Source: an optimization exercise on an open RTL-to-GDS flow (aim: a short achievable clock period and few clock cycles). Production flows keep margins and buffers that such runs may drop.
No functional check of the RTL was part of any run shown here.
Power and IR drop assume default switching activity.

## flow/design.v

```verilog
module SignExtension(
  In, 
  Out
);
input signed [15:0] In; 
output signed [31:0] Out;
assign Out = In;
endmodule  
module SevenSeg(OUT,IN);
input  [3:0] IN;
output [6:0] OUT;
assign OUT =
  (IN == 4'h0) ? 7'b1000000 :
  (IN == 4'h1) ? 7'b1111001 :
  (IN == 4'h2) ? 7'b0100100 :
  (IN == 4'h3) ? 7'b0110000 :
  (IN == 4'h4) ? 7'b0011001 :
  (IN == 4'h5) ? 7'b0010010 :
  (IN == 4'h6) ? 7'b0000010 :
  (IN == 4'h7) ? 7'b1111000 :
  (IN == 4'h8) ? 7'b0000000 :
  (IN == 4'h9) ? 7'b0010000 :
  (IN == 4'hA) ? 7'b0001000 :
  (IN == 4'hb) ? 7'b0000011 :
  (IN == 4'hc) ? 7'b1000110 :
  (IN == 4'hd) ? 7'b0100001 :
  (IN == 4'he) ? 7'b0000110 :
    7'b0001110 ;
endmodule
module hw5_cpu(
  clk,
  rst_n,
  imem_addr,
  imem_data,
  dmem_addr,
  dmem_we,
  dmem_wdata,
  dmem_rdata,
  LEDR, LEDG,
  HEX0, HEX1, HEX2, HEX3
);
input clk;
input rst_n;
output [9:0] imem_addr;
input [32-1:0] imem_data;
output [9:0] dmem_addr;
output dmem_we;
output [16-1:0] dmem_wdata;
input [16-1:0] dmem_rdata;
output [9:0] LEDR;
output [7:0] LEDG;
output [6:0] HEX0, HEX1, HEX2, HEX3;
reg rst_q;
always @(posedge clk)
  rst_q <= rst_n;
reg [15:0] pc_f;
reg        x_v;
reg [15:0] x_pc4;                   
reg [15:0] x_tgt;                   
reg        x_sum, x_and, x_link;    
reg        x_wreg, x_load, x_store;
reg        x_br, x_jmp, x_jsr, x_jsrr;
reg [2:0]  x_nzp;
reg [3:0]  x_rd;
reg [15:0] x_b, x_c, x_a;           
reg        x_bm, x_bw, x_bv, x_bn;  
reg        x_cm, x_cw, x_cv, x_cn;
reg        x_am, x_aw, x_av, x_an;
reg        m_wreg;
reg        m_load;
reg        m_we;
reg [3:0]  m_rd;
reg [15:0] m_res;
reg [15:0] m_sdata;
reg        w_wreg;
reg [3:0]  w_rd;
reg [15:0] w_res;
reg        v_wreg;
reg [3:0]  v_rd;
reg [15:0] v_res;
reg [15:0] rf [0:15];
reg [2:0]  cc;
reg [9:0]  ledr_q;
reg [7:0]  ledg_q;
reg [6:0]  hex0_q, hex1_q, hex2_q, hex3_q;
assign imem_addr  = pc_f[11:2];
assign dmem_addr  = m_res[9:0];
assign dmem_we    = m_we;
assign dmem_wdata = m_sdata;
assign LEDR = ledr_q;
assign LEDG = ledg_q;
assign HEX0 = hex0_q;
assign HEX1 = hex1_q;
assign HEX2 = hex2_q;
assign HEX3 = hex3_q;
wire [7:0]  f_op  = imem_data[31:24];
wire [3:0]  f_ra  = imem_data[23:20];
wire [3:0]  f_rb  = imem_data[19:16];
wire [3:0]  f_rc  = imem_data[11:8];
wire [15:0] f_imm = imem_data[15:0];
wire f_add  = (f_op == 8'b00000000);
wire f_addi = (f_op == 8'b00000001);
wire f_and  = (f_op == 8'b00001000);
wire f_andi = (f_op == 8'b00001001);
wire f_mov  = (f_op == 8'b00010000);
wire f_movi = (f_op == 8'b00010001);
wire f_ldw  = (f_op == 8'b00101010);
wire f_stw  = (f_op == 8'b00110010);
wire f_br   = (f_op[7:3] == 5'b11011);
wire f_jmp  = (f_op == 8'b11100000);
wire f_jsr  = (f_op == 8'b11110000);
wire f_jsrr = (f_op == 8'b11111000);
wire f_immt   = f_addi | f_andi | f_ldw | f_stw | f_movi;
wire f_uses_b = f_add | f_addi | f_and | f_andi | f_ldw | f_stw | f_jmp | f_jsrr;
wire f_uses_c = f_add | f_and | f_mov;
wire f_wreg   = f_add | f_addi | f_and | f_andi | f_mov | f_movi | f_ldw | f_jsr | f_jsrr;
wire [3:0] f_rd = (f_mov | f_movi) ? f_rb : (f_jsr | f_jsrr) ? 4'd7 : f_ra;
wire xw = x_v && x_wreg;
wire b_m = xw     && (x_rd == f_rb);
wire b_w = m_wreg && (m_rd == f_rb);
wire b_v = w_wreg && (w_rd == f_rb);
wire c_m = xw     && (x_rd == f_rc);
wire c_w = m_wreg && (m_rd == f_rc);
wire c_v = w_wreg && (w_rd == f_rc);
wire a_m = xw     && (x_rd == f_ra);
wire a_w = m_wreg && (m_rd == f_ra);
wire a_v = w_wreg && (w_rd == f_ra);
wire f_stall = x_v && x_load &&
  ((f_uses_b && x_rd == f_rb) || (f_uses_c && x_rd == f_rc) || (f_stw && x_rd == f_ra) || f_br);
wire [15:0] pc4_f = pc_f + 16'h4;
wire [15:0] tgt_f = pc4_f + {f_imm[13:0], 2'b00};
wire [15:0] fb = ({16{x_bm}} & m_res) | ({16{x_bw}} & w_res) | ({16{x_bv}} & v_res) | ({16{x_bn}} & x_b);
wire [15:0] fc = ({16{x_cm}} & m_res) | ({16{x_cw}} & w_res) | ({16{x_cv}} & v_res) | ({16{x_cn}} & x_c);
wire [15:0] fa = ({16{x_am}} & m_res) | ({16{x_aw}} & w_res) | ({16{x_av}} & v_res) | ({16{x_an}} & x_a);
wire [15:0] sum = fb + fc;
wire [15:0] res = x_sum ? sum :
                  x_and ? (fb & fc) :
                  x_link ? x_pc4 :
                  fc;
function [2:0] ccof;
  input [15:0] v;
  ccof = v[15] ? 3'b100 : (v == 16'h0) ? 3'b010 : 3'b001;
endfunction
wire [2:0] cc_now = m_wreg ? ccof(m_res) : w_wreg ? ccof(w_res) : cc;
wire br_taken = x_br && ((x_nzp & cc_now) != 3'b000);
wire redirect = x_v && (x_jmp || x_jsr || x_jsrr || br_taken);
wire [15:0] target = x_jmp ? fb : x_jsrr ? (x_pc4 + {fb[13:0], 2'b00}) : x_tgt;
always @(posedge clk)
begin
  if (!rst_n) begin
    pc_f <= 16'h0;
    x_v  <= 1'b0;
  end else if (redirect) begin
    pc_f <= target;
    x_v  <= 1'b0;
  end else if (f_stall) begin
    x_v  <= 1'b0;
  end else begin
    pc_f <= pc4_f;
    x_v  <= 1'b1;
  end
  x_pc4   <= pc4_f;
  x_tgt   <= tgt_f;
  x_sum   <= f_add | f_addi | f_ldw | f_stw;
  x_and   <= f_and | f_andi;
  x_link  <= f_jsr | f_jsrr;
  x_wreg  <= f_wreg;
  x_load  <= f_ldw;
  x_store <= f_stw;
  x_br    <= f_br;
  x_jmp   <= f_jmp;
  x_jsr   <= f_jsr;
  x_jsrr  <= f_jsrr;
  x_nzp   <= f_op[2:0];
  x_rd    <= f_rd;
  x_b  <= rf[f_rb];
  x_bm <= b_m;
  x_bw <= !b_m && b_w;
  x_bv <= !b_m && !b_w && b_v;
  x_bn <= !b_m && !b_w && !b_v;
  x_c  <= f_immt ? f_imm : rf[f_rc];
  x_cm <= !f_immt && c_m;
  x_cw <= !f_immt && !c_m && c_w;
  x_cv <= !f_immt && !c_m && !c_w && c_v;
  x_cn <= f_immt || (!c_m && !c_w && !c_v);
  x_a  <= rf[f_ra];
  x_am <= a_m;
  x_aw <= !a_m && a_w;
  x_av <= !a_m && !a_w && a_v;
  x_an <= !a_m && !a_w && !a_v;
end
always @(posedge clk)
begin
  if (!rst_q) begin
    m_wreg <= 1'b0;
    m_load <= 1'b0;
    m_we   <= 1'b0;
    m_res  <= 16'h0;
  end else begin
    m_wreg <= x_v && x_wreg;
    m_load <= x_v && x_load;
    m_we   <= x_v && x_store;
    m_res  <= res;
  end
  m_rd    <= x_rd;
  m_sdata <= fa;
end
always @(posedge clk)
begin
  if (!rst_q) begin
    w_wreg <= 1'b0;
    v_wreg <= 1'b0;
  end else begin
    w_wreg <= m_wreg;
    v_wreg <= w_wreg;
  end
  w_rd  <= m_rd;
  w_res <= m_load ? dmem_rdata : m_res;
  v_rd  <= w_rd;
  v_res <= w_res;
end
integer i;
always @(posedge clk)
begin
  if (!rst_q) begin
    for (i = 0; i < 16; i = i + 1)
      rf[i] <= 16'h0;
    cc <= 3'b000;
  end else if (w_wreg) begin
    rf[w_rd] <= w_res;
    cc <= ccof(w_res);
  end
end
wire [6:0] seg0, seg1, seg2, seg3;
SevenSeg sseg0(.OUT(seg3), .IN(m_sdata[15:12]));
SevenSeg sseg1(.OUT(seg2), .IN(m_sdata[11:8]));
SevenSeg sseg2(.OUT(seg1), .IN(m_sdata[7:4]));
SevenSeg sseg3(.OUT(seg0), .IN(m_sdata[3:0]));
always @(posedge clk)
begin
  if (!rst_q) begin
    ledr_q <= 10'h3FF;
    ledg_q <= 8'hFF;
    hex3_q <= 7'b0100001;  
    hex2_q <= 7'b0000110;  
    hex1_q <= 7'b0001000;  
    hex0_q <= 7'b0100001;  
  end else if (m_we) begin
    if (m_res[9:0] == 1020)
      ledr_q <= m_sdata[9:0];
    if (m_res[9:0] == 1021)
      ledg_q <= m_sdata[7:0];
    if (m_res[9:0] == 1022) begin
      hex3_q <= seg3;
      hex2_q <= seg2;
      hex1_q <= seg1;
      hex0_q <= seg0;
    end
  end
end
endmodule  
```

## flow/constraint.sdc

```tcl
create_clock -name core_clock -period 12.0 [get_ports {clk}]
set_input_delay 2.4000 -clock core_clock [delete_from_list [all_inputs] [get_ports {clk}]]
set_output_delay 2.4000 -clock core_clock [all_outputs]
set_load 0.01 [all_outputs]
```

## flow/run.sh

```bash
#!/bin/bash
# synth_recipe.tcl (not shown) runs the flow's synth.tcl, then flattens the netlist and writes it again
# the make line also repeats each setting of config.mk as NAME=value (left out here)
make -C /OpenROAD-flow-scripts/flow DESIGN_CONFIG=/design/flow/config.mk WORK_HOME=/design/flow/orfs CLKGATE_MAP_FILE= SYNTH_SCRIPT=/design/flow/synth_recipe.tcl finish
```

## flow/config.mk

```make
export PLATFORM = sky130hd
export DESIGN_NAME = hw5_cpu
export DESIGN_NICKNAME = hw5_cpu
export VERILOG_FILES = /design/flow/design.v
export SDC_FILE = /design/flow/constraint.sdc
export NUM_CORES = 4
export LEC_CHECK = 0
export CAP_MARGIN = 20
export CORE_MARGIN = 2
export CORE_UTILIZATION = 40
export SLEW_MARGIN = 20
```

==> results of run 1 <==
metrics by stage:
| stage | std cells | power (uW) | hold WS (ns) | utilization [%] | setup slack (ns) |
|---|---|---|---|---|---|
| after floorplan | 2311 | 2410 | 0.331 | - | 7.51 |
| after global placement | 3194 | 2610 | 0.337 | 43.4 | 6.15 |
| after detailed placement | 3194 | 2630 | 0.346 | 43.4 | 6.06 |
| after CTS | 3298 | 4430 | 0.361 | 46.3 | 6.73 |
| after global routing | 3299 | 4550 | 0.379 | 46.3 | 6.51 |
| final | 3300 | 4420 | 0.359 | 46.3 | 6.69 |
state kept, by name (all words and copies together) (netlist names), 4 cells and up:
name     count
x_c         16
w_res       16
hex1_q       7
w_rd         4
m_sdata     16
v_res       16
m_res       16
x_tgt       16
x_b         16
hex0_q       7
rf         256
x_pc4       14
hex3_q       7
pc_f        16
m_rd         4
hex2_q       7
x_rd         4
ledr_q      10
x_a         16
ledg_q       8
logic make-up (layout without fill, tap and decap cells):
family                   Yosys count  in the layout  synth area share (%)
XOR/XNOR                          87             87                  2.74
adder cells (fa/ha/maj)           47             47                  2.20
buffers and inverters            248            304                  3.76
AND/OR/NAND/NOR                  740            740                  14.4
flip-flops                       506            506                  45.6
AO/OA/AOI/OAI                    379            379                  9.41
other                              0              2                     0
multiplexers                     304            304                  21.8
where the power goes:
| part | internal (uW) | switching [uW] |
|---|---|---|
| registers | 1900 | 125 |
| clock network | 1080 | 743 |
| logic | 271 | 308 |
cell usage in the layout (no fill, tap or decap), types with 12 or more instances in the layout:
master / instances
a21oi_1: 59
nor2b_1: 20
mux2i_1: 27
nor2_1: 64
nand2b_1: 25
ha_1: 44
o21ai_0: 57
clkbuf_16: 59
mux2_2: 39
or3_1: 12
nand2_1: 180
xor2_1: 52
xnor2_1: 35
and3_1: 14
o211a_1: 25
mux4_2: 238
nor3_1: 27
clkdlybuf4s50_1: 125
nand3_1: 60
edfxtp_1: 256
inv_1: 24
o211ai_1: 17
and2_1: 265
a21o_1: 14
clkinv_2: 12
a22oi_1: 98
buf_4: 45
dfxtp_1: 249
area by class of cell:
cell class | count | area, um^2 | share of cell area (%)
Timing Repair Buffer | 174 | 1610 | 5.06
Inverter | 26 | 97.6 | 0.307
Sequential cell | 506 | 12700 | 39.9
Tap cell | 931 | 1160 | 3.66
Clock buffer | 75 | 1620 | 5.08
Multi-Input combinational cell | 1557 | 14300 | 44.9
Clock inverter | 29 | 335 | 1.05
Antenna cell | 2 | 5.00 | 0.0157
final timing paths:
check	start	to	slack, ns
setup / recovery	imem_data[22]	pc_f[15]$_SDFFE_PN0P_	6.69
hold / removal	pc_f[1]$_SDFFE_PN0P_	x_tgt[1]$_DFF_P_	0.36
setup reg to reg	w_res[1]$_DFF_P_	m_res[13]$_SDFF_PN0_	7.63
hold reg to reg	pc_f[1]$_SDFFE_PN0P_	x_tgt[1]$_DFF_P_	0.36
critical path, delay by kind of cell:
family	cells	cell delay, ns
buffers and inverters	2	0.88
AO/OA/AOI/OAI	3	0.55
XOR/XNOR	1	0.12
AND/OR/NAND/NOR	4	1.82
routing by layer:
metal  routed length (um)  GRT usage (%)
met3                 8680           6.05
met5                   13              0
met1                35400           33.0
met2                42000           40.1
met4                 3980           10.3
==> reports/results.tsv, run 1 <==
stage	metric	value	unit
placed_design	io_buffers	132	
synth	yosysMostFrequentCell	and2_1	
cts	clk_latency	0.63	ns
grt	grt_max_degree	74	
synth	ys.flop_type	edfxtp_1	
synth	yosys.cell_types.count	79	
setup_path	required	12.50	ns
synth	syn_area	27800	um^2
timing	worst_pin_slew	1.18	ns
cts	cts_tree	done	
timing	min_period	5.31	ns
cts	numClockSinks	506	
synth	yosysWarnings	1	
layout	final_area	31800	um^2
layout	areaGrowthSynthToFinish	14.4	%
grt	grt_use_total	25.2	%
setup_path	cp_slowest_cell	nor2_2	
synth	avgSynthCellArea	12.0	um^2
synth	syn_inst	2311	
placed_design	dp_hpwl	59.0	mm
setup_path	worst_r2r_path_depth	12	
cts	htree_levels	2	
synth	netlist_top_cells_area	edfxtp_1, mux4_2, dfxtp_1, and2_1, a22oi_1	
detailed_routing	ant_nets	0	
synth	synthTopCellsByCount	and2_1, edfxtp_1, dfxtp_1	
detailed_routing	drt-wirelength-per-cell	27.3	um
synth	synth_fp_nets	2408	
grt	grt-ovfl-total	0	
timing	fmax	188	MHz
cts	cts-resized-gates	0	
worst_hold_path	hold_path.class	flip-flop to flip-flop	
grt	grt_pass1_vias	19700	
detailed_routing	route.detailed.drc	0	
synth	synth_top_area_cell	edfxtp_1	
setup_path	path_cells	clkdlybuf4s50_1 > buf_4 > xor2_1 > nor4_1 > o211ai_1 > nand2_1 > o211ai_1 > nor2_2 > or4b_4 > a41oi_2	
worst_hold_path	holdPathStages	0	
detailed_routing	wl	90.1	mm
floorplan	die_area	71600	um^2
detailed_routing	vias	20000	
synth	synth-edff-count	256	
cts	clk_pin_slew	0.06	ns
timing	period_share	44.2	%
setup_path	cp.arrival	5.81	ns
detailed_routing	drt_iter0_markers	2393	
floorplan	initial_core_util	40.5	%
timing	fin_worst_skew	0.0184	ns
grt	grt_pass1_wl	132	mm
cts	cts_post_setup_buffers_inserted	0	
cts	clockBufferDepth	3	
timing	relSlewSlack	21.1	%
floorplan	ios	133	
outcome	status	complete, no violations	
floorplan	core	68700	um^2
cts	cts-buffers-inserted	55	
setup_path	worstSetupEndpointType	flip-flop	
synth	ys_async_sr_fraction	0	%
timing	setup_viol	0	
placed_design	gp_congestion	0.891	
cts	postCtsHoldBufs	0	
setup_path	crit_path_frequent_cell	o211ai_1	
flow_run	drv_cap	0	
synth	synth_top_cell_area_share	27.6	%
setup_path	slowest_delay	0.81	ns
setup_path	critPathKind	input pin to flip-flop	
floorplan	row_count	96	
layout	fillerInstances	6112	
setup_path	start_kind	input pin	
timing	maxSlewViolCount	0	
power_and_ir_drop	p_leak	0.0119	uW
detailed_routing	dr.pass1.iters	6	
synth	synth-seq-area-share	45.6	%
detailed_routing	viasPerCell	6.08	
placed_design	post_dp_cell_area	29800	um^2
floorplan	fp.dieW	268	um
layout	nets	2417	
floorplan	die_y	268	um
grt	antenna_found_initial	5	
cts	cts-root-buf	clkbuf_16	
power_and_ir_drop	max-vdd-ir-drop	0.0000993	V
setup_path	worstPathMaxFanout	23	
synth	synth_seq_cells	506	
timing	hold_viol_final	0	
power_and_ir_drop	p_per_area	139	nW/um^2
layout	layout-drive-gt1-share	20.1	%
timing	rsz0062_at_grt	false	
timing	setup_tns	0	ns
==> run 2: changes to the inputs <==
--- a/flow/design.v
+++ b/flow/design.v
@@ -58,7 +58,7 @@
 reg [15:0] x_pc4;                   
-reg [15:0] x_tgt;                   
 reg        x_sum, x_and, x_link;    
 reg        x_wreg, x_load, x_store;
-reg        x_br, x_jmp, x_jsr, x_jsrr;
-reg [2:0]  x_nzp;
+reg        x_jmp, x_jsrr, x_movi;
+reg        x_pv;                    
+reg [15:0] x_pval;                  
 reg [3:0]  x_rd;
@@ -80,2 +80,3 @@
 reg [15:0] v_res;
+reg [15:0] lr;                      
 reg [15:0] rf [0:15];
@@ -131,2 +132,5 @@
 wire [15:0] tgt_f = pc4_f + {f_imm[13:0], 2'b00};
+wire movi_hit = x_v && x_movi && (x_rd == f_rb);
+wire [15:0] jmp_pval = movi_hit ? x_c : (f_rb == 4'd7) ? lr : pc4_f;
+wire [15:0] jsrr_pf  = pc4_f + {x_c[13:0], 2'b00};
 wire [15:0] fb = ({16{x_bm}} & m_res) | ({16{x_bw}} & w_res) | ({16{x_bv}} & v_res) | ({16{x_bn}} & x_b);
@@ -136,3 +140,3 @@
 wire [15:0] res = x_sum ? sum :
-                  x_and ? (fb & fc) :
+                  x_and ? andv :
                   x_link ? x_pc4 :
@@ -143,6 +147,13 @@
 endfunction
-wire [2:0] cc_now = m_wreg ? ccof(m_res) : w_wreg ? ccof(w_res) : cc;
-wire br_taken = x_br && ((x_nzp & cc_now) != 3'b000);
-wire redirect = x_v && (x_jmp || x_jsr || x_jsrr || br_taken);
-wire [15:0] target = x_jmp ? fb : x_jsrr ? (x_pc4 + {fb[13:0], 2'b00}) : x_tgt;
+wire [15:0] andv = fb & fc;
+wire sum_zero = ((fb ^ fc) == {fb[14:0] | fc[14:0], 1'b0});
+wire [2:0] cc_sum = sum[15] ? 3'b100 : sum_zero ? 3'b010 : 3'b001;
+wire [2:0] cc_x = x_sum ? cc_sum : x_and ? ccof(andv) : x_link ? ccof(x_pc4) : ccof(fc);
+wire [2:0] cc_m = m_load ? ccof(dmem_rdata) : ccof(m_res);
+wire [2:0] cc_now = m_wreg ? cc_m : w_wreg ? ccof(w_res) : cc;
+wire [2:0] cc_live = (x_v && x_wreg) ? cc_x : cc_now;
+wire f_take = f_jsr || (f_br && ((f_op[2:0] & cc_live) != 3'b000));
+wire pred_ok = x_pv && (fb == x_pval);
+wire redirect = x_v && (x_jmp || x_jsrr) && !pred_ok;
+wire [15:0] target = x_jmp ? fb : (x_pc4 + {fb[13:0], 2'b00});
 always @(posedge clk)
@@ -158,7 +169,17 @@
   end else begin
-    pc_f <= pc4_f;
+    if (f_take)
+      pc_f <= tgt_f;
+    else if (f_jmp)
+      pc_f <= jmp_pval;
+    else if (f_jsrr && movi_hit)
+      pc_f <= jsrr_pf;
+    else
+      pc_f <= pc4_f;
     x_v  <= 1'b1;
   end
+  if (!rst_q)
+    lr <= 16'h0;
+  else if (!redirect && !f_stall && (f_jsr || f_jsrr))
+    lr <= pc4_f;
   x_pc4   <= pc4_f;
-  x_tgt   <= tgt_f;
   x_sum   <= f_add | f_addi | f_ldw | f_stw;
@@ -169,7 +190,7 @@
   x_store <= f_stw;
-  x_br    <= f_br;
   x_jmp   <= f_jmp;
-  x_jsr   <= f_jsr;
   x_jsrr  <= f_jsrr;
-  x_nzp   <= f_op[2:0];
+  x_movi  <= f_movi;
+  x_pv    <= f_jmp || movi_hit;
+  x_pval  <= f_jmp ? jmp_pval : x_c;
   x_rd    <= f_rd;
==> flow/flow/run.sh (new file) <==
#!/bin/bash
# The standard layout, with timing repair aimed below the design's period.
set -euo pipefail
bash standard.sh SETUP_SLACK_MARGIN=9 finish > flow.log 2>&1
==> flow/standard.sh (new file) <==
#!/bin/bash
# synth_recipe.tcl (not shown) runs the flow's synth.tcl, then flattens the netlist and writes it again
# the make line also repeats each setting of config.mk as NAME=value (left out here)
make -C /OpenROAD-flow-scripts/flow DESIGN_CONFIG=/design/flow/config.mk WORK_HOME=/design/flow/orfs CLKGATE_MAP_FILE= SYNTH_SCRIPT=/design/flow/synth_recipe.tcl "${@:-finish}"
removed: flow/run.sh
==> run 2 against run 1 <==
Effect of this change:
- utilization grew 7.3 points
- die area grew 9.8%
- synthesized cell count grew 21%
- via count grew 32%
- global-route usage grew 7.2 points
- clock power grew 5%
- maximum frequency grew 22%
- first-iteration DRC count grew 54%
- worst hold slack gained 0.077 ns
- clock-buffer cell count shrank 7
- non-clock buffer count grew 297
==> reports/results.tsv, run 2 <==
stage	metric	value	unit	change
floorplan	ios	133		unchanged
synth	yosysWarnings	1		unchanged
timing	setup_viol	0		unchanged
floorplan	die_area	78600	um^2	was 71600 um^2
layout	fillerInstances	6215		was 6112
power_and_ir_drop	internal-power	3550	uW	was 3250 uW
grt	antenna_found_initial	7		was 5
grt	grt_pass1_vias	26100		was 19700
layout	layout_commonest_cell	edfxtp_1		was and2_1
detailed_routing	drt-wirelength-per-cell	31.4	um	was 27.3 um
layout	regArea	13200	um^2	was 12700 um^2
timing	min_period	4.34	ns	was 5.31 ns
cts	postCtsHoldBufs	0		unchanged
setup_path	slowest_delay	0.55	ns	was 0.81 ns
detailed_routing	dr.pass1.iters	6		unchanged
power_and_ir_drop	p_total	5090	uW	was 4420 uW
grt	grt_pass1_wl	184	mm	was 132 mm
power_and_ir_drop	p_sw	1530	uW	was 1180 uW
placed_design	dp_hpwl	75.7	mm	was 59.0 mm
synth	synth_top_cell_area_share	25.1	%	was 27.6%
synth	syn_inst	2804		was 2311
synth	yosysMostFrequentCell	dfxtp_1		was and2_1
timing	fin_worst_skew	0.0428	ns	was 0.0184 ns
synth	synth-seq-area-share	42.5	%	was 45.6%
layout	final_cell_mix	edfxtp_1, and2_1, buf_4		was and2_1, edfxtp_1, dfxtp_1
setup_path	path_buf_inv	2		unchanged
timing	maxSlewViolCount	0		unchanged
timing	worst_pin_slew	1.27	ns	was 1.18 ns
cts	cts_tree	done		unchanged
detailed_routing	route.met2.wl	58.5	mm	was 42.0 mm
setup_path	critPathKind	input pin to flip-flop		unchanged
synth	synth_fp_nets	2929		was 2408
grt	grt_max_degree	49		was 74
setup_path	start_kind	input pin		unchanged
cts	cts-root-buf	clkbuf_16		unchanged
detailed_routing	viasPerCell	6.44		was 6.08
setup_path	required	12.53	ns	was 12.50 ns
power_and_ir_drop	switching_share	30.2	%	was 26.6%
power_and_ir_drop	p_per_area	125	nW/um^2	was 139 nW/um^2
setup_path	worstPathMaxFanout	3		was 23
timing	hold_viol_final	0		unchanged
detailed_routing	wl	129	mm	was 90.1 mm
synth	ys.flop_type	dfxtp_1		was edfxtp_1
cts	cts-buffers-inserted	60		was 55
setup_path	cp_slowest_cell	clkdlybuf4s50_1		was nor2_2
floorplan	core	75800	um^2	was 68700 um^2
floorplan	fp.dieW	280	um	was 268 um
layout	regMostFlops	rf		unchanged
power_and_ir_drop	max-vdd-ir-drop	0.000146	V	was 0.0000993 V
synth	synth_top_area_cell	edfxtp_1		unchanged
setup_path	worstSetupEndpointType	flip-flop		unchanged
power_and_ir_drop	clockPowerShare	37.8	%	was 41.1%
detailed_routing	drt_iter0_markers	3678		was 2393
detailed_routing	routed-wl-met3	13.3	mm	was 8.68 mm
detailed_routing	vias	26500		was 20000
setup_path	path_cells	clkdlybuf4s50_1 > ha_4 > o21ai_2 > o21ai_1 > a31oi_2 > nor2b_1 > o21a_1 > o41ai_4 > buf_4 > o211ai_1 > o2111a_1		was clkdlybuf4s50_1 > buf_4 > xor2_1 > nor4_1 > o211ai_1 > nand2_1 > o211ai_1 > nor2_2 > or4b_4 > a41oi_2
synth	ys_async_sr_fraction	0	%	unchanged
layout	layout-drive-gt1-share	37.7	%	was 20.1%
cts	clk_latency	0.68	ns	was 0.63 ns
layout	areaGrowthSynthToFinish	33.0	%	was 14.4%
timing	fmax	231	MHz	was 188 MHz
placed_design	io_buffers	132		unchanged
synth	synth_seq_cells	521		was 506
layout	multi_input_comb_area	18000	um^2	was 14300 um^2
layout	instances_no_fill	4120		was 3300
grt	grt-ovfl-total	0		unchanged
floorplan	row_count	101		was 96
placed_design	dp.cells	3715		was 3194
grt	grt_use_total	32.4	%	was 25.2%
power_and_ir_drop	p_leak	0.0158	uW	was 0.0119 uW
detailed_routing	ant_nets	0		unchanged
outcome	status	complete, no violations		unchanged
synth	syn_area	30600	um^2	was 27800 um^2
timing	relSlewSlack	15.1	%	was 21.1%
power_and_ir_drop	p_seq_share	41.1	%	was 45.8%
synth	avgSynthCellArea	10.9	um^2	was 12.0 um^2
timing	rsz0062_at_grt	true		was false
synth	yosys.cell_types.count	80		was 79
worst_hold_path	hold_path.class	flip-flop to flip-flop		unchanged
cts	numClockSinks	521		was 506
detailed_routing	maxUsedRoutingLayer	met5		unchanged
power_and_ir_drop	combPwrFrac	21.1	%	was 13.1%
floorplan	initial_core_util	40.3	%	was 40.5%
setup_path	cp.arrival	4.87	ns	was 5.81 ns
flow_run	drv_cap	0		unchanged
layout	largest_reg_flops	256		unchanged
timing	period_share	36.1	%	was 44.2%
placed_design	gp_congestion	0.966		was 0.891
cts	htree_levels	2		unchanged
floorplan	die_y	280	um	was 268 um
synth	synthTopCellsByCount	dfxtp_1, edfxtp_1, and2_1		was and2_1, edfxtp_1, dfxtp_1
synth	synth-edff-count	256		unchanged
detailed_routing	route.detailed.drc	0		unchanged
detailed_routing	met1_length	45.9	mm	was 35.4 mm
timing	setup_tns	0	ns	unchanged
setup_path	cp_top_family	compound AO/OA/AOI/OAI gates		was simple AND/OR/NAND/NOR gates
cts	clk_pin_slew	0.06	ns	about the same
layout	nets	3216		was 2417
synth	netlist_top_cells_area	edfxtp_1, dfxtp_1, mux4_2, and2_1, mux2i_1		was edfxtp_1, mux4_2, dfxtp_1, and2_1, a22oi_1
cts	clockBufferDepth	3		unchanged
==> run 2: cell count changes after synthesis, sizes merged, moves of 34 or more <==
cell / delta
o21ai: +60
mux4: -48
inv: +34
nor3: +34
nor2: +94
mux2i: +96
xnor2: +48
==> run 2: layout make-up <==
class / instances / area share (%)
Sequential cell: 521 / 32.5
Timing Repair inverter: 2 / 0.0616
Clock inverter: 43 / 1.21
Inverter: 61 / 0.606
Antenna cell: 2 / 0.0123
Tap cell: 978 / 3.01
Clock buffer: 68 / 3.77
Timing Repair Buffer: 471 / 14.6
Multi-Input combinational cell: 1974 / 44.2
==> run 2: worst reg2reg max path, delay by kind of cell, from the launching register on <==
kind                     cells  cell delay [ns]
AO/OA/AOI/OAI               10             2.24
multiplexers                 1             0.20
buffers and inverters        6             0.87
flip-flops                   1             0.31
adder cells (fa/ha/maj)      1             0.32
==> run 2: path summary, 6_finish.rpt <==
path | start | slack [ns] | to | cells after the start
setup / recovery | imem_data[3] | 7.66 | pc_f[15]$_SDFFE_PN0P_ | 11
hold / removal | m_rd[0]$_DFF_P_ | 0.44 | w_rd[0]$_DFF_P_ | 0
setup reg to reg | w_res[3]$_DFF_P_ | 7.93 | pc_f[6]$_SDFFE_PN0P_ | 18
hold reg to reg | m_rd[0]$_DFF_P_ | 0.44 | w_rd[0]$_DFF_P_ | 0
==> run 2: repair_timing <==
item / CTS / global route
resized for setup: 1094 / 126
buffers inserted: 196 / 43
cloned: 50 / 3
endpoints found under the setup margin: 299 / 223
pin swaps: 104 / 55
==> run 2: metal layers <==
layer	up-vias	global-route usage [%]
met5	-	0
met4	2	24.6
met3	578	6.93
met2	1968	50.9
met1	12900	39.0
li1	11000	-
==> run 2: kinds of logic after synthesis <==
group                    count (synthesis)  share of synthesized area, %
AO/OA/AOI/OAI                          537                          11.9
buffers and inverters                  314                          4.38
multiplexers                           362                          19.8
flip-flops                             521                          42.5
adder cells (fa/ha/maj)                 75                          3.17
AND/OR/NAND/NOR                        866                          14.5
XOR/XNOR                               129                          3.70
==> run 2: through the flow <==
stage / instance area [um^2] / hold slack, ns / util [%] / worst slack (ns)
final: 40700 / 0.436 / 53.6 / 7.66
after global routing: 40700 / 0.435 / 53.6 / 7.56
after CTS: 39800 / 0.420 / 52.4 / 7.68
after detailed placement: 32900 / 0.404 / 43.4 / 5.62
after global placement: 32800 / 0.403 / 43.3 / 5.68
after floorplan: 31500 / 0.349 / - / 7.52
==> run 2: power by group through the flow <==
| stage | Sequential (uW) | Combinational (uW) | Clock [uW] |
|---|---|---|---|
| 2_1_floorplan | 2040 | 572 | 0 |
| 3_3_place_gp | 2130 | 757 | 0 |
| 3_5_place_dp | 2140 | 765 | 0 |
| 4_1_cts | 2080 | 1000 | 1920 |
| 5_1_grt | 2090 | 1120 | 2000 |
| 6_report | 2090 | 1070 | 1920 |
==> run 3: changes to the inputs <==
--- a/flow/design.v
+++ b/flow/design.v
@@ -29,2 +29,46 @@
 endmodule
+module Add16(
+  A,
+  B,
+  S
+);
+input  [15:0] A;
+input  [15:0] B;
+output [15:0] S;
+wire [15:0] p0 = A ^ B;
+wire [15:0] g0 = A & B;
+wire [15:0] g1, p1, g2, p2, g3, p3, g4;
+genvar i;
+generate
+  for (i = 0; i < 16; i = i + 1) begin : lv
+    if (i >= 1) begin : l1
+      assign g1[i] = g0[i] | (p0[i] & g0[i-1]);
+      assign p1[i] = p0[i] & p0[i-1];
+    end else begin : l1n
+      assign g1[i] = g0[i];
+      assign p1[i] = p0[i];
+    end
+    if (i >= 2) begin : l2
+      assign g2[i] = g1[i] | (p1[i] & g1[i-2]);
+      assign p2[i] = p1[i] & p1[i-2];
+    end else begin : l2n
+      assign g2[i] = g1[i];
+      assign p2[i] = p1[i];
+    end
+    if (i >= 4) begin : l3
+      assign g3[i] = g2[i] | (p2[i] & g2[i-4]);
+      assign p3[i] = p2[i] & p2[i-4];
+    end else begin : l3n
+      assign g3[i] = g2[i];
+      assign p3[i] = p2[i];
+    end
+    if (i >= 8) begin : l4
+      assign g4[i] = g3[i] | (p3[i] & g3[i-8]);
+    end else begin : l4n
+      assign g4[i] = g3[i];
+    end
+  end
+endgenerate
+assign S = p0 ^ {g4[14:0], 1'b0};
+endmodule  
 module hw5_cpu(
@@ -131,6 +175,8 @@
 wire [15:0] pc4_f = pc_f + 16'h4;
-wire [15:0] tgt_f = pc4_f + {f_imm[13:0], 2'b00};
+wire [15:0] tgt_f;
+Add16 add_tgt(.A(pc4_f), .B({f_imm[13:0], 2'b00}), .S(tgt_f));
 wire movi_hit = x_v && x_movi && (x_rd == f_rb);
 wire [15:0] jmp_pval = movi_hit ? x_c : (f_rb == 4'd7) ? lr : pc4_f;
-wire [15:0] jsrr_pf  = pc4_f + {x_c[13:0], 2'b00};
+wire [15:0] jsrr_pf;
+Add16 add_jsrr(.A(pc4_f), .B({x_c[13:0], 2'b00}), .S(jsrr_pf));
 wire [15:0] fb = ({16{x_bm}} & m_res) | ({16{x_bw}} & w_res) | ({16{x_bv}} & v_res) | ({16{x_bn}} & x_b);
@@ -138,3 +184,4 @@
 wire [15:0] fa = ({16{x_am}} & m_res) | ({16{x_aw}} & w_res) | ({16{x_av}} & v_res) | ({16{x_an}} & x_a);
-wire [15:0] sum = fb + fc;
+wire [15:0] sum;
+Add16 add_alu(.A(fb), .B(fc), .S(sum));
 wire [15:0] res = x_sum ? sum :
@@ -157,3 +204,5 @@
 wire redirect = x_v && (x_jmp || x_jsrr) && !pred_ok;
-wire [15:0] target = x_jmp ? fb : (x_pc4 + {fb[13:0], 2'b00});
+wire [15:0] jsrr_x;
+Add16 add_jsrx(.A(x_pc4), .B({fb[13:0], 2'b00}), .S(jsrr_x));
+wire [15:0] target = x_jmp ? fb : jsrr_x;
 always @(posedge clk)
==> run 3 against run 2 <==
Effect of this change:
- sequential power about the same
- first-iteration DRC count is 14% lower
- global-route usage decreased by 2.0 points
- area after synthesis down 1.3%
- clock skew down 0.017 ns
- setup slack got worse by 0.26 ns
- synthesized cell count shrank 5.7%
- clock-buffer cell count is 11 higher
- non-clock buffer count decreased by 66
- maximum frequency fell by 5.6%
- register-to-register slack better by 0.07 ns
- worst hold slack got worse by 0.0077 ns
==> reports/results.tsv, run 3 <==
stage	metric	value	unit	change
power_and_ir_drop	p_leak	0.0152	uW	was 0.0158 uW
detailed_routing	ant_nets	0		unchanged
synth	synth-seq-area-share	43.0	%	was 42.5%
cts	clk_pin_slew	0.06	ns	about the same
synth	synth_fp_nets	2770		was 2929
cts	cts-buffers-inserted	58		was 60
setup_path	path_cells	buf_6 > or4_4 > o41ai_4 > a21boi_1 > o31ai_2 > mux2i_1 > mux2i_1 > a221oi_4 > buf_6 > buf_16 > mux2i_2 > a32o_1		was clkdlybuf4s50_1 > ha_4 > o21ai_2 > o21ai_1 > a31oi_2 > nor2b_1 > o21a_1 > o41ai_4 > buf_4 > o211ai_1 > o2111a_1
cts	htree_levels	2		unchanged
grt	antenna_found_initial	6		was 7
layout	utilization	52.5	%	was 53.6%
layout	largest_reg_flops	256		unchanged
synth	netlist_top_cells_area	edfxtp_1, mux4_2, dfxtp_1, and2_1, ha_1		was edfxtp_1, dfxtp_1, mux4_2, and2_1, mux2i_1
setup_path	required	12.52	ns	was 12.53 ns
floorplan	initial_core_util	40.5	%	was 40.3%
placed_design	gp_congestion	0.927		was 0.966
timing	min_period	4.59	ns	was 4.34 ns
layout	regMostFlops	rf		unchanged
worst_hold_path	holdPathStages	0		unchanged
layout	layout_commonest_cell	and2_1		was edfxtp_1
timing	fmax	218	MHz	was 231 MHz
worst_hold_path	holdPathEnd	w_rd[1]$_DFF_P_		was w_rd[0]$_DFF_P_
timing	hold_viol_final	0		unchanged
timing	rsz0062_at_grt	true		unchanged
synth	avgSynthCellArea	11.4	um^2	was 10.9 um^2
synth	ys.flop_type	dfxtp_1		unchanged
synth	synth_seq_cells	521		unchanged
setup_path	r2r_slack	8.00	ns	was 7.93 ns
detailed_routing	vias	24800		was 26500
setup_path	cp_slowest_cell	or4_4		was clkdlybuf4s50_1
grt	grt_max_degree	54		was 49
detailed_routing	drt_iter0_markers	3161		was 3678
floorplan	row_count	100		was 101
worst_hold_path	worst_hold_startpoint	m_rd[1]$_DFF_P_		was m_rd[0]$_DFF_P_
timing	fin_worst_skew	0.0263	ns	was 0.0428 ns
synth	synth-edff-count	256		unchanged
grt	grt_pass1_wl	171	mm	was 184 mm
floorplan	fp.dieW	279	um	was 280 um
grt	grt-ovfl-total	0		unchanged
placed_design	dp_hpwl	71.9	mm	was 75.7 mm
detailed_routing	wl	120	mm	was 129 mm
setup_path	start_kind	input pin		unchanged
worst_hold_path	hold_path.class	flip-flop to flip-flop		unchanged
layout	areaGrowthSynthToFinish	29.7	%	was 33.0%
detailed_routing	viasPerCell	6.34		was 6.44
setup_path	slowest_delay	0.54	ns	was 0.55 ns
floorplan	die_area	77700	um^2	was 78600 um^2
cts	postCtsHoldBufs	0		unchanged
synth	yosys.cell_types.count	79		was 80
setup_path	r2r-start	pc_f[3]$_SDFFE_PN0P_		was w_res[3]$_DFF_P_
synth	syn_inst	2645		was 2804
cts	cts_tree	done		unchanged
timing	maxSlewViolCount	0		unchanged
layout	layout-drive-gt1-share	36.2	%	was 37.7%
timing	setup_tns	0	ns	unchanged
power_and_ir_drop	max-vdd-ir-drop	0.000109	V	was 0.000146 V
setup_path	worstSetupEndpointType	flip-flop		unchanged
floorplan	core	74600	um^2	was 75800 um^2
power_and_ir_drop	p_per_area	126	nW/um^2	was 125 nW/um^2
layout	instances_no_fill	3907		was 4120
detailed_routing	route.detailed.drc	0		unchanged
detailed_routing	drt-wirelength-per-cell	30.7	um	was 31.4 um
grt	grt_use_total	30.4	%	was 32.4%
outcome	status	complete, no violations		unchanged
timing	worst_pin_slew	1.11	ns	was 1.27 ns
setup_path	cp.arrival	5.12	ns	was 4.87 ns
timing	relSlewSlack	25.6	%	was 15.1%
placed_design	io_buffers	132		unchanged
synth	ys_async_sr_fraction	0	%	unchanged
layout	nets	3010		was 3216
cts	numClockSinks	521		unchanged
floorplan	ios	133		unchanged
setup_path	critPathKind	input pin to flip-flop		unchanged
synth	synthTopCellsByCount	and2_1, dfxtp_1, edfxtp_1		was dfxtp_1, edfxtp_1, and2_1
placed_design	dp.cells	3555		was 3715
synth	syn_area	30200	um^2	was 30600 um^2
synth	synth_top_area_cell	edfxtp_1		unchanged
layout	final_cell_mix	and2_1, edfxtp_1, mux4_2		was edfxtp_1, and2_1, buf_4
detailed_routing	dr.pass1.iters	6		unchanged
synth	synth_top_cell_area_share	25.5	%	was 25.1%
floorplan	die_y	279	um	was 280 um
timing	period_share	38.3	%	was 36.1%
setup_path	worstPathMaxFanout	7		was 3
synth	yosysMostFrequentCell	and2_1		was dfxtp_1
cts	cts-root-buf	clkbuf_16		unchanged
timing	setup_viol	0		unchanged
cts	clockBufferDepth	3		unchanged
synth	yosysWarnings	1		unchanged
setup_path	crit-reg2reg-capture	pc_f[15]$_SDFFE_PN0P_		was pc_f[6]$_SDFFE_PN0P_
setup_path	worst_r2r_path_depth	13		was 18
grt	grt_pass1_vias	24600		was 26100
cts	clk_latency	0.64	ns	was 0.68 ns
flow_run	drv_cap	0		unchanged
run 3: cell count changes after synthesis, sizes merged, moves of 13 or more:
| cell | delta |
|---|---|
| mux4 | +48 |
| o21ai | -20 |
| a221oi | -21 |
| nor3 | -17 |
| clkbuf | -14 |
| nand3 | -22 |
| and2 | +20 |
| nand2 | -15 |
| mux2 | -13 |
| mux2i | -38 |
run 3: final cells by class:
class	count	area [um^2]
timing repair buffer	405	5210
tap	969	1210
multi-input combinational	1833	17200
antenna	4	10.0
inverter	63	272
sequential	521	13200
fill	6174	35400
timing repair inverter	3	38.8
clock inverter	30	348
clock buffer	79	1670
run 3: how the worst max path moves through the flow:
| stage | from | to | slack (ns) | depth (start not counted) |
|---|---|---|---|---|
| 2_1_floorplan | dmem_rdata[2] | pc_f[14]$_SDFFE_PN0P_ | 7.23 | 10 |
| 3_3_place_gp | dmem_rdata[10] | pc_f[7]$_SDFFE_PN0P_ | 5.93 | 10 |
| 3_5_place_dp | dmem_rdata[10] | pc_f[7]$_SDFFE_PN0P_ | 5.82 | 10 |
| 4_1_cts | dmem_rdata[7] | pc_f[13]$_SDFFE_PN0P_ | 7.44 | 12 |
| 5_1_grt | dmem_rdata[7] | pc_f[13]$_SDFFE_PN0P_ | 7.38 | 12 |
| 6_report | dmem_rdata[7] | pc_f[13]$_SDFFE_PN0P_ | 7.41 | 12 |
run 3: metrics by stage:
step | setup slack, ns | cell area [um^2] | total power, uW | hold WS [ns]
floorplan | 7.23 | 30900 | 2580 | 0.349
global placement | 5.93 | 32400 | 2850 | 0.416
detailed placement | 5.82 | 32400 | 2860 | 0.407
CTS | 7.44 | 38300 | 4890 | 0.418
global route | 7.38 | 39200 | 5090 | 0.440
finish | 7.41 | 39200 | 4950 | 0.428
run 3: cell families (layout without fill, tap and decap cells):
kind of cell,after synthesis,in the layout,share of synthesized area [%]
muxes,359,359,21.9
adders and majority gates,75,75,3.21
DFF,521,521,43.0
AOI/OAI and AO/OA,457,458,10.3
and+or+nand+nor,813,815,13.8
xor gates and xnor gates,126,126,3.66
other,0,4,0
buffers and inverters,294,580,4.00
run 3: timing repair:
item | CTS | global route
setup endpoints to repair | 365 | 236
setup buffers | 149 | 39
cloned | 47 | 4
pin swaps | 63 | 49
gates resized for setup | 966 | 110
run 3: where the power goes:
part / total (uW) / leakage [uW] / internal (uW) / switching [uW]
combinational: 966 / 0.00931 / 458 / 508
sequential: 2090 / 0.00485 / 1950 / 140
clock: 1890 / 0.000993 / 1130 / 766
total: 4950 / 0.0152 / 3540 / 1410
run 3: worst max-delay path: cells and delay by family:
family                 cells  cell delay [ns]
AO/OA/AOI/OAI              5             1.24
multiplexers               3             0.55
AND/OR/NAND/NOR            1             0.54
buffers and inverters      3             0.39
run 3: per-layer routing:
layer  GRT usage [%]  up-vias  part of all wire [%]
li1                -    10400                     -
met1            36.0    12200                    35
met2            48.5     1661                    46
met3            6.89      522                    10
met4            22.7        6                   9.0
met5               0        -                 0.033
==> run 4: changes to the inputs <==
--- a/flow/design.v
+++ b/flow/design.v
@@ -109,5 +109,3 @@
 reg [15:0] x_b, x_c, x_a;           
-reg        x_bm, x_bw, x_bv, x_bn;  
-reg        x_cm, x_cw, x_cv, x_cn;
-reg        x_am, x_aw, x_av, x_an;
+reg        x_bm, x_cm, x_am;        
 reg        m_wreg;
@@ -121,5 +119,2 @@
 reg [15:0] w_res;
-reg        v_wreg;
-reg [3:0]  v_rd;
-reg [15:0] v_res;
 reg [15:0] lr;                      
@@ -172,4 +167,9 @@
 wire a_v = w_wreg && (w_rd == f_ra);
-wire f_stall = x_v && x_load &&
-  ((f_uses_b && x_rd == f_rb) || (f_uses_c && x_rd == f_rc) || (f_stw && x_rd == f_ra) || f_br);
+wire [15:0] w_next = m_load ? dmem_rdata : m_res;
+wire [15:0] f_bval = b_w ? w_next : b_v ? w_res : rf[f_rb];
+wire [15:0] f_cval = c_w ? w_next : c_v ? w_res : rf[f_rc];
+wire [15:0] f_aval = a_w ? w_next : a_v ? w_res : rf[f_ra];
+wire f_stall = (x_v && x_load &&
+  ((f_uses_b && x_rd == f_rb) || (f_uses_c && x_rd == f_rc) || (f_stw && x_rd == f_ra) || f_br)) ||
+  (f_br && !xw && m_load);
 wire [15:0] pc4_f = pc_f + 16'h4;
@@ -181,5 +181,5 @@
 Add16 add_jsrr(.A(pc4_f), .B({x_c[13:0], 2'b00}), .S(jsrr_pf));
-wire [15:0] fb = ({16{x_bm}} & m_res) | ({16{x_bw}} & w_res) | ({16{x_bv}} & v_res) | ({16{x_bn}} & x_b);
-wire [15:0] fc = ({16{x_cm}} & m_res) | ({16{x_cw}} & w_res) | ({16{x_cv}} & v_res) | ({16{x_cn}} & x_c);
-wire [15:0] fa = ({16{x_am}} & m_res) | ({16{x_aw}} & w_res) | ({16{x_av}} & v_res) | ({16{x_an}} & x_a);
+wire [15:0] fb = x_bm ? m_res : x_b;
+wire [15:0] fc = x_cm ? m_res : x_c;
+wire [15:0] fa = x_am ? m_res : x_a;
 wire [15:0] sum;
@@ -198,4 +198,3 @@
 wire [2:0] cc_x = x_sum ? cc_sum : x_and ? ccof(andv) : x_link ? ccof(x_pc4) : ccof(fc);
-wire [2:0] cc_m = m_load ? ccof(dmem_rdata) : ccof(m_res);
-wire [2:0] cc_now = m_wreg ? cc_m : w_wreg ? ccof(w_res) : cc;
+wire [2:0] cc_now = m_wreg ? ccof(m_res) : w_wreg ? ccof(w_res) : cc;
 wire [2:0] cc_live = (x_v && x_wreg) ? cc_x : cc_now;
@@ -245,17 +244,8 @@
   x_rd    <= f_rd;
-  x_b  <= rf[f_rb];
+  x_b  <= f_bval;
   x_bm <= b_m;
-  x_bw <= !b_m && b_w;
-  x_bv <= !b_m && !b_w && b_v;
-  x_bn <= !b_m && !b_w && !b_v;
-  x_c  <= f_immt ? f_imm : rf[f_rc];
+  x_c  <= f_immt ? f_imm : f_cval;
   x_cm <= !f_immt && c_m;
-  x_cw <= !f_immt && !c_m && c_w;
-  x_cv <= !f_immt && !c_m && !c_w && c_v;
-  x_cn <= f_immt || (!c_m && !c_w && !c_v);
-  x_a  <= rf[f_ra];
+  x_a  <= f_aval;
   x_am <= a_m;
-  x_aw <= !a_m && a_w;
-  x_av <= !a_m && !a_w && a_v;
-  x_an <= !a_m && !a_w && !a_v;
 end
@@ -279,13 +269,8 @@
 begin
-  if (!rst_q) begin
+  if (!rst_q)
     w_wreg <= 1'b0;
-    v_wreg <= 1'b0;
-  end else begin
+  else
     w_wreg <= m_wreg;
-    v_wreg <= w_wreg;
-  end
   w_rd  <= m_rd;
-  w_res <= m_load ? dmem_rdata : m_res;
-  v_rd  <= w_rd;
-  v_res <= w_res;
+  w_res <= w_next;
 end
==> run 4 against run 3 <==
Effect of this change:
- routed wire length fell by 0.41%
- maximum frequency is 9.8% higher
- critical path depth rose by 1
- via count fell by 0.56%
- non-clock buffer count rose by 54
- critical path type unchanged
- largest power group unchanged
==> reports/results.tsv, run 4 <==
stage	metric	value	unit	change
synth	syn_inst	2690		was 2645
timing	relSlewSlack	20.1	%	was 25.6%
power_and_ir_drop	max-vdd-ir-drop	0.000103	V	was 0.000109 V
detailed_routing	routed-wl-met3	10.7	mm	was 12.0 mm
worst_hold_path	holdPathStages	0		unchanged
detailed_routing	ant_nets	0		unchanged
floorplan	core	74400	um^2	was 74600 um^2
synth	avgSynthCellArea	11.2	um^2	was 11.4 um^2
layout	regMostFlops	rf		unchanged
synth	yosysWarnings	1		unchanged
setup_path	critPathKind	input pin to flip-flop		unchanged
synth	yosysMostFrequentCell	and2_1		unchanged
timing	fin_worst_skew	0.0207	ns	was 0.0263 ns
worst_hold_path	holdPathEnd	x_pc4[0]$_DFF_P_		was w_rd[1]$_DFF_P_
detailed_routing	wl	119	mm	was 120 mm
timing	hold_viol_final	0		unchanged
timing	period_share	34.9	%	was 38.3%
cts	cts-buffers-inserted	56		was 58
setup_path	r2r_slack	8.07	ns	was 8.00 ns
grt	grt_use_total	30.0	%	was 30.4%
placed_design	io_buffers	132		unchanged
power_and_ir_drop	p_leak	0.0152	uW	about the same
cts	htree_levels	2		unchanged
detailed_routing	dr.pass1.iters	5		was 6
placed_design	dp_hpwl	71.9	mm	about the same
layout	areaGrowthSynthToFinish	32.7	%	was 29.7%
setup_path	worst_r2r_path_depth	15		was 13
detailed_routing	route.detailed.drc	0		unchanged
setup_path	worstPathMaxFanout	2		was 7
synth	ys.flop_type	edfxtp_1		was dfxtp_1
detailed_routing	route.met2.wl	56.2	mm	was 55.1 mm
cts	clk_latency	0.63	ns	was 0.64 ns
placed_design	gp_congestion	0.953		was 0.927
floorplan	row_count	100		unchanged
detailed_routing	viasPerCell	6.15		was 6.34
synth	synth_top_area_cell	edfxtp_1		unchanged
detailed_routing	drt-wirelength-per-cell	29.8	um	was 30.7 um
synth	ys_async_sr_fraction	0	%	unchanged
timing	setup_tns	0	ns	unchanged
detailed_routing	maxUsedRoutingLayer	met4		was met5
layout	regArea	12700	um^2	was 13200 um^2
cts	clockBufferDepth	3		unchanged
timing	worst_pin_slew	1.20	ns	was 1.11 ns
synth	synthTopCellsByCount	and2_1, edfxtp_1, mux4_2		was and2_1, dfxtp_1, edfxtp_1
synth	synth-edff-count	256		unchanged
timing	maxSlewViolCount	0		unchanged
timing	rsz0062_at_grt	true		unchanged
floorplan	initial_core_util	40.4	%	was 40.5%
layout	multi_input_comb_area	18000	um^2	was 17200 um^2
layout	largest_reg_flops	256		unchanged
synth	syn_area	30100	um^2	was 30200 um^2
flow_run	drv_cap	0		unchanged
detailed_routing	met1_length	42.2	mm	was 42.0 mm
synth	yosys.cell_types.count	76		was 79
setup_path	worstSetupEndpointType	flip-flop		unchanged
synth	netlist_top_cells_area	edfxtp_1, mux4_2, dfxtp_1, and2_1, mux2i_1		was edfxtp_1, mux4_2, dfxtp_1, and2_1, ha_1
layout	nets	3106		was 3010
outcome	status	complete, no violations		unchanged
detailed_routing	drt_iter0_markers	3010		was 3161
grt	grt_pass1_vias	24300		was 24600
cts	cts-root-buf	clkbuf_16		unchanged
layout	layout_commonest_cell	and2_1		unchanged
setup_path	crit-reg2reg-capture	pc_f[15]$_SDFFE_PN0P_		unchanged
timing	setup_viol	0		unchanged
grt	grt_max_degree	49		was 54
setup_path	required	12.56	ns	was 12.52 ns
cts	clk_pin_slew	0.06	ns	about the same
cts	numClockSinks	496		was 521
cts	cts_tree	done		unchanged
grt	antenna_found_initial	6		unchanged
layout	final_cell_mix	and2_1, edfxtp_1, mux4_2		unchanged
floorplan	die_y	278	um	was 279 um
floorplan	ios	133		unchanged
synth	synth-seq-area-share	41.5	%	was 43.0%
worst_hold_path	hold_path.class	flip-flop to flip-flop		unchanged
synth	synth_top_cell_area_share	25.6	%	was 25.5%
layout	layout-drive-gt1-share	39.0	%	was 36.2%
layout	utilization	53.6	%	was 52.5%
grt	grt_pass1_wl	169	mm	was 171 mm
setup_path	r2r-start	pc_f[2]$_SDFFE_PN0P_		was pc_f[3]$_SDFFE_PN0P_
power_and_ir_drop	p_per_area	121	nW/um^2	was 126 nW/um^2
synth	synth_fp_nets	2815		was 2770
detailed_routing	vias	24600		was 24800
timing	min_period	4.19	ns	was 4.59 ns
floorplan	fp.dieW	278	um	was 279 um
setup_path	cp.arrival	4.75	ns	was 5.12 ns
grt	grt-ovfl-total	0		unchanged
layout	fillerInstances	6179		was 6174
floorplan	die_area	77400	um^2	was 77700 um^2
timing	fmax	239	MHz	was 218 MHz
worst_hold_path	worst_hold_startpoint	pc_f[0]$_SDFFE_PN0P_		was m_rd[1]$_DFF_P_
synth	synth_seq_cells	496		was 521
cts	postCtsHoldBufs	0		unchanged
setup_path	start_kind	input pin		unchanged
-- run 4: cell types whose count changed after synthesis, sizes merged, moves of 15 or more --
| cell | delta |
|---|---|
| o21ai | +32 |
| a21oi | +26 |
| nand3 | +15 |
| a22oi | -87 |
| dfxtp | -25 |
| nor2 | +24 |
| mux2i | +40 |
-- run 4: cell families after synthesis --
group	synth area share (%)
flip-flops	41.5
XOR/XNOR	3.76
adder cells (fa/ha/maj)	3.22
AND/OR/NAND/NOR	14.6
multiplexers	24.0
buffers and inverters	4.12
AO/OA/AOI/OAI	8.75
-- run 4: layout make-up --
cell class / count / share of cell area (%)
multi-input cells: 1905 / 45.1
flip-flops and latches: 496 / 31.8
repair buffers: 459 / 14.5
clock buffers: 67 / 3.90
well taps: 969 / 3.04
clock inverters: 39 / 0.940
inverters: 61 / 0.624
repair inverters: 2 / 0.0627
diodes: 6 / 0.0376
-- run 4: where the power goes --
part | switching, uW | internal, uW | total, uW | leakage (uW)
clock | 753 | 1050 | 1810 | 0.000950
sequential | 119 | 1860 | 1980 | 0.00464
combinational | 536 | 492 | 1030 | 0.00959
-- run 4: routing by layer --
metal	vias up	track usage (%)
met5	-	0
met4	0	21.7
met3	473	5.58
met2	1543	49.1
met1	12000	35.5
li1	10600	-
-- run 4: worst max path at each step --
stage | startpoint | endpoint | slack [ns] | cells past startpoint
floorplan | imem_data[0] | pc_f[14]$_SDFFE_PN0P_ | 7.57 | 12
global placement | imem_data[20] | pc_f[15]$_SDFFE_PN0P_ | 6.09 | 13
detailed placement | imem_data[20] | pc_f[15]$_SDFFE_PN0P_ | 6.06 | 13
CTS | imem_data[0] | pc_f[14]$_SDFFE_PN0P_ | 7.88 | 13
global route | imem_data[0] | pc_f[14]$_SDFFE_PN0P_ | 7.68 | 13
finish | imem_data[0] | pc_f[14]$_SDFFE_PN0P_ | 7.81 | 13
-- run 4: timing repair --
action,4_1_cts,5_1_grt
hold endpoints to repair,0,0
pin swaps,85,69
setup endpoints to repair,247,311
gates resized for setup,972,125
setup buffers,166,65
gates cloned,48,5
-- run 4: through the flow --
| stage | total power, uW | instances | worst slack [ns] | hold WS [ns] | instance area [um^2] |
|---|---|---|---|---|---|
| after floorplan | 2510 | 2690 | 7.57 | 0.363 | 30900 |
| after global placement | 2780 | 3606 | 6.09 | 0.384 | 32400 |
| after detailed placement | 2790 | 3607 | 6.06 | 0.388 | 32400 |
| after CTS | 4760 | 3927 | 7.88 | 0.401 | 38800 |
| after global routing | 4950 | 4001 | 7.68 | 0.417 | 39900 |
| final | 4820 | 4004 | 7.81 | 0.412 | 39900 |
-- run 4: worst max-delay path, stage by stage --
cell	delay, ns
buf_8	0.11
ha_4	0.15
fa_2	0.36
a21o_1	0.20
a21oi_2	0.17
o21bai_1	0.11
a21o_1	0.20
a21oi_2	0.18
o21ai_2	0.10
o41ai_2	0.26
xnor2_1	0.22
mux2i_1	0.13
o2bb2ai_1	0.14
==> run 5: changes to the inputs <==
--- a/flow/design.v
+++ b/flow/design.v
@@ -29,46 +29,2 @@
 endmodule
-module Add16(
-  A,
-  B,
-  S
-);
-input  [15:0] A;
-input  [15:0] B;
-output [15:0] S;
-wire [15:0] p0 = A ^ B;
-wire [15:0] g0 = A & B;
-wire [15:0] g1, p1, g2, p2, g3, p3, g4;
-genvar i;
-generate
-  for (i = 0; i < 16; i = i + 1) begin : lv
-    if (i >= 1) begin : l1
-      assign g1[i] = g0[i] | (p0[i] & g0[i-1]);
-      assign p1[i] = p0[i] & p0[i-1];
-    end else begin : l1n
-      assign g1[i] = g0[i];
-      assign p1[i] = p0[i];
-    end
-    if (i >= 2) begin : l2
-      assign g2[i] = g1[i] | (p1[i] & g1[i-2]);
-      assign p2[i] = p1[i] & p1[i-2];
-    end else begin : l2n
-      assign g2[i] = g1[i];
-      assign p2[i] = p1[i];
-    end
-    if (i >= 4) begin : l3
-      assign g3[i] = g2[i] | (p2[i] & g2[i-4]);
-      assign p3[i] = p2[i] & p2[i-4];
-    end else begin : l3n
-      assign g3[i] = g2[i];
-      assign p3[i] = p2[i];
-    end
-    if (i >= 8) begin : l4
-      assign g4[i] = g3[i] | (p3[i] & g3[i-8]);
-    end else begin : l4n
-      assign g4[i] = g3[i];
-    end
-  end
-endgenerate
-assign S = p0 ^ {g4[14:0], 1'b0};
-endmodule  
 module hw5_cpu(
@@ -175,8 +131,6 @@
 wire [15:0] pc4_f = pc_f + 16'h4;
-wire [15:0] tgt_f;
-Add16 add_tgt(.A(pc4_f), .B({f_imm[13:0], 2'b00}), .S(tgt_f));
+wire [15:0] tgt_f = pc4_f + {f_imm[13:0], 2'b00};
 wire movi_hit = x_v && x_movi && (x_rd == f_rb);
 wire [15:0] jmp_pval = movi_hit ? x_c : (f_rb == 4'd7) ? lr : pc4_f;
-wire [15:0] jsrr_pf;
-Add16 add_jsrr(.A(pc4_f), .B({x_c[13:0], 2'b00}), .S(jsrr_pf));
+wire [15:0] jsrr_pf  = pc4_f + {x_c[13:0], 2'b00};
 wire [15:0] fb = x_bm ? m_res : x_b;
@@ -184,4 +138,3 @@
 wire [15:0] fa = x_am ? m_res : x_a;
-wire [15:0] sum;
-Add16 add_alu(.A(fb), .B(fc), .S(sum));
+wire [15:0] sum = fb + fc;
 wire [15:0] res = x_sum ? sum :
@@ -203,4 +156,3 @@
 wire redirect = x_v && (x_jmp || x_jsrr) && !pred_ok;
-wire [15:0] jsrr_x;
-Add16 add_jsrx(.A(x_pc4), .B({fb[13:0], 2'b00}), .S(jsrr_x));
+wire [15:0] jsrr_x = x_pc4 + {fb[13:0], 2'b00};
 wire [15:0] target = x_jmp ? fb : jsrr_x;
==> run 5 against run 4 <==
Effect of this change:
- routed wire length is 1.4% higher
- cell area fell by 0.29%
- die area rose by 0.18%
- via count increased by 1.9%
- area after synthesis grew 0.19%
- register-to-register slack gained 0.02 ns
==> reports/results.tsv, run 5 <==
stage	metric	value	unit	change
synth	synth_fp_nets	2821		was 2815
grt	grt_pass1_wl	170	mm	was 169 mm
synth	netlist_top_cells_area	edfxtp_1, mux4_2, dfxtp_1, and2_1, mux2i_1		unchanged
timing	worst_pin_slew	1.18	ns	was 1.20 ns
power_and_ir_drop	p_per_area	121	nW/um^2	about the same
detailed_routing	drt_iter0_markers	3079		was 3010
cts	cts-buffers-inserted	55		was 56
layout	areaGrowthSynthToFinish	32.0	%	was 32.7%
power_and_ir_drop	p_sw	1420	uW	was 1410 uW
timing	period_share	33.8	%	was 34.9%
layout	layout-drive-gt1-share	38.7	%	was 39.0%
timing	rsz0062_at_grt	true		unchanged
layout	largest_reg_flops	256		unchanged
layout	utilization	53.4	%	was 53.6%
synth	syn_area	30100	um^2	about the same
timing	relSlewSlack	21.3	%	was 20.1%
timing	setup_tns	0	ns	unchanged
grt	antenna_found_initial	8		was 6
placed_design	io_buffers	132		unchanged
placed_design	place_ws	6.02	ns	was 6.06 ns
detailed_routing	viasPerCell	6.28		was 6.15
timing	setup_viol	0		unchanged
worst_hold_path	worst_hold_startpoint	x_rd[0]$_DFF_P_		was pc_f[0]$_SDFFE_PN0P_
grt	grt_max_degree	49		unchanged
setup_path	critPathKind	input pin to flip-flop		unchanged
setup_path	worstSetupEndpointType	flip-flop		unchanged
grt	grt-ovfl-total	0		unchanged
synth	syn_inst	2696		was 2690
detailed_routing	dr.pass1.iters	5		unchanged
detailed_routing	drt-wirelength-per-cell	30.3	um	was 29.8 um
cts	clk_latency	0.64	ns	was 0.63 ns
timing	worst_slack	7.95	ns	was 7.81 ns
synth	synth_seq_cells	496		unchanged
synth	ys.flop_type	edfxtp_1		unchanged
setup_path	worstPathMaxFanout	2		unchanged
outcome	status	complete, no violations		unchanged
flow_run	drv_cap	0		unchanged
floorplan	die_y	279	um	was 278 um
power_and_ir_drop	switching_share	29.4	%	was 29.2%
worst_hold_path	holdPathEnd	m_rd[0]$_DFF_P_		was x_pc4[0]$_DFF_P_
cts	numClockSinks	496		unchanged
synth	synthTopCellsByCount	and2_1, edfxtp_1, dfxtp_1, mux4_2, nand2_1		was and2_1, edfxtp_1, mux4_2
grt	grt_pass1_vias	24400		was 24300
floorplan	ios	133		unchanged
cts	clockBufferDepth	3		unchanged
timing	fmax	247	MHz	was 239 MHz
layout	final_cell_mix	and2_1, edfxtp_1, mux4_2		unchanged
worst_hold_path	hold_path.class	flip-flop to flip-flop		unchanged
synth	ys_async_sr_fraction	0	%	unchanged
placed_design	post_dp_cell_area	32300	um^2	was 32400 um^2
worst_hold_path	holdPathStages	0		unchanged
power_and_ir_drop	max-vdd-ir-drop	0.000110	V	was 0.000103 V
grt	grt_use_total	30.2	%	was 30.0%
synth	synth-seq-area-share	41.4	%	was 41.5%
layout	layout_commonest_cell	and2_1		unchanged
layout	final_area	39800	um^2	was 39900 um^2
cts	clk_pin_slew	0.06	ns	about the same
cts	htree_levels	2		unchanged
timing	fin_worst_skew	0.0255	ns	was 0.0207 ns
floorplan	fp.dieW	279	um	was 278 um
synth	synth_top_area_cell	edfxtp_1		unchanged
power_and_ir_drop	internal-power	3410	uW	about the same
placed_design	gp_congestion	0.948		was 0.953
setup_path	start_kind	input pin		unchanged
cts	cts-root-buf	clkbuf_16		unchanged
timing	hold_viol_final	0		unchanged
detailed_routing	vias	25100		was 24600
layout	nets	3103		was 3106
layout	fillerInstances	6238		was 6179
timing	min_period	4.05	ns	was 4.19 ns
power_and_ir_drop	clockPowerShare	37.5	%	about the same
synth	yosysMostFrequentCell	and2_1		unchanged
floorplan	die_area	77600	um^2	was 77400 um^2
timing	maxSlewViolCount	0		unchanged
synth	synth_top_cell_area_share	25.5	%	was 25.6%
placed_design	dp_hpwl	73.7	mm	was 71.9 mm
setup_path	required	12.54	ns	was 12.56 ns
synth	yosys.cell_types.count	78		was 76
detailed_routing	route.detailed.drc	0		unchanged
synth	avgSynthCellArea	11.2	um^2	about the same
synth	yosysWarnings	1		unchanged
floorplan	row_count	100		unchanged
floorplan	core	74600	um^2	was 74400 um^2
setup_path	r2r_slack	8.09	ns	was 8.07 ns
setup_path	worst_r2r_path_depth	14		was 15
setup_path	crit-reg2reg-capture	pc_f[15]$_SDFFE_PN0P_		unchanged
setup_path	r2r-start	pc_f[2]$_SDFFE_PN0P_		unchanged
power_and_ir_drop	combPwrFrac	21.2	%	was 21.3%
setup_path	cp.arrival	4.59	ns	was 4.75 ns
floorplan	initial_core_util	40.4	%	about the same
layout	regMostFlops	rf		unchanged
detailed_routing	wl	121	mm	was 119 mm
power_and_ir_drop	p_leak	0.0150	uW	was 0.0152 uW
synth	synth-edff-count	256		unchanged
power_and_ir_drop	p_seq_share	41.3	%	was 41.2%
cts	cts_tree	done		unchanged
detailed_routing	ant_nets	0		unchanged
run 5: kinds of logic (layout without fill, tap and decap cells):
kind of cell	Yosys count	after routing	synth area share [%]
xor+xnor	128	128	3.72
flops	496	496	41.4
other cells	0	4	0
buf+inv	299	621	4.23
simple gates	865	869	14.8
mux	397	397	23.4
compound gates	436	436	9.12
fa+ha+maj	75	75	3.21
run 5: layout make-up:
class                           count  area [um^2]  area share, %
Antenna cell                        4         10.0         0.0251
Clock buffer                       74         1560           3.92
Clock inverter                     27          332          0.833
Inverter                           63          265          0.666
Multi-Input combinational cell   1905        17900           45.0
Sequential cell                   496        12700           31.9
Tap cell                          969         1210           3.05
Timing Repair Buffer              456         5800           14.6
Timing Repair inverter              1         16.3         0.0409
run 5: worst max path at each step:
| stage | start | cells past startpoint | end | slack (ns) |
|---|---|---|---|---|
| floorplan | imem_data[16] | 11 | lr[9]$_SDFFE_PN0P_ | 7.65 |
| global placement | imem_data[8] | 12 | pc_f[13]$_SDFFE_PN0P_ | 6.06 |
| detailed placement | imem_data[18] | 11 | pc_f[8]$_SDFFE_PN0P_ | 6.02 |
| CTS | imem_data[0] | 13 | pc_f[12]$_SDFFE_PN0P_ | 7.96 |
| global route | imem_data[0] | 13 | pc_f[12]$_SDFFE_PN0P_ | 7.87 |
| finish | imem_data[0] | 13 | pc_f[12]$_SDFFE_PN0P_ | 7.95 |
run 5: metrics by stage:
stage          power [uW]  instances  hold WS [ns]
2_1_floorplan        2520       2696         0.364
3_3_place_gp         2800       3606         0.396
3_5_place_dp         2810       3606         0.407
4_1_cts              4760       3912         0.412
5_1_grt              4950       3994         0.424
6_report             4830       3995         0.420
run 5: metal layers:
metal | wire length, um | up-vias | track usage (%)
li1 | - | 10600 | -
met1 | 45700 | 12500 | 38.5
met2 | 55700 | 1565 | 48.0
met3 | 12500 | 394 | 7.26
met4 | 7100 | 8 | 14.8
met5 | 121 | - | 0.750
run 5: repair_timing:
action                     in CTS  in global routing
resized for setup             984                141
pin swaps                      93                 75
buffers inserted              159                 73
setup endpoints to repair     255                214
hold buffers                    0                  0
cloned                         46                  6
run 5: power by group through the flow:
stage	clock network (uW)	registers, uW	logic [uW]
floorplan	0	1950	572
global route	1880	2000	1070
detailed placement	0	2040	766
finish	1810	1990	1030
global placement	0	2030	763
CTS	1820	1980	961
run 5: critical path, stage by stage:
cell     delay, ns
buf_8         0.10
ha_4          0.15
fa_2          0.35
a21o_1        0.17
a21oi_2       0.17
o21ai_2       0.13
a31oi_2       0.26
nor2b_1       0.09
o21ai_2       0.16
nor2b_4       0.19
xnor2_2       0.15
mux2i_1       0.12
o22ai_1       0.15

## static timing again, ports no longer ideal
The results above use ideal ports. As a check the final layouts listed here were re-extracted and re-timed, cells and wires unchanged.
Step 1: set_driving_cell puts a clkbuf_16 on clk and a buf_2 on each other input, an assumption about the parent block.
Step 2, shift: input delay + t, output delay - t, t = (earliest + latest rising clock arrival at the registers) / 2. This alone moves slack from input paths to output paths.
Slacks: ideal / step 1 / step 2; pairs: ideal / step 1.
| run | shift t [ns] | setup slack, ns |
|---|---|---|
| run 1 | 0.689 | 6.692 / 6.732 / 6.043 |
| run 2 | 0.730 | 7.663 / 7.688 / 6.958 |
| run 3 | 0.690 | 7.406 / 7.437 / 6.747 |
| run 4 | 0.682 | 7.814 / 7.840 / 7.157 |
| run 5 | 0.684 | 7.947 / 7.725 / 7.041 |
After both steps setup and hold are still met in every run listed.
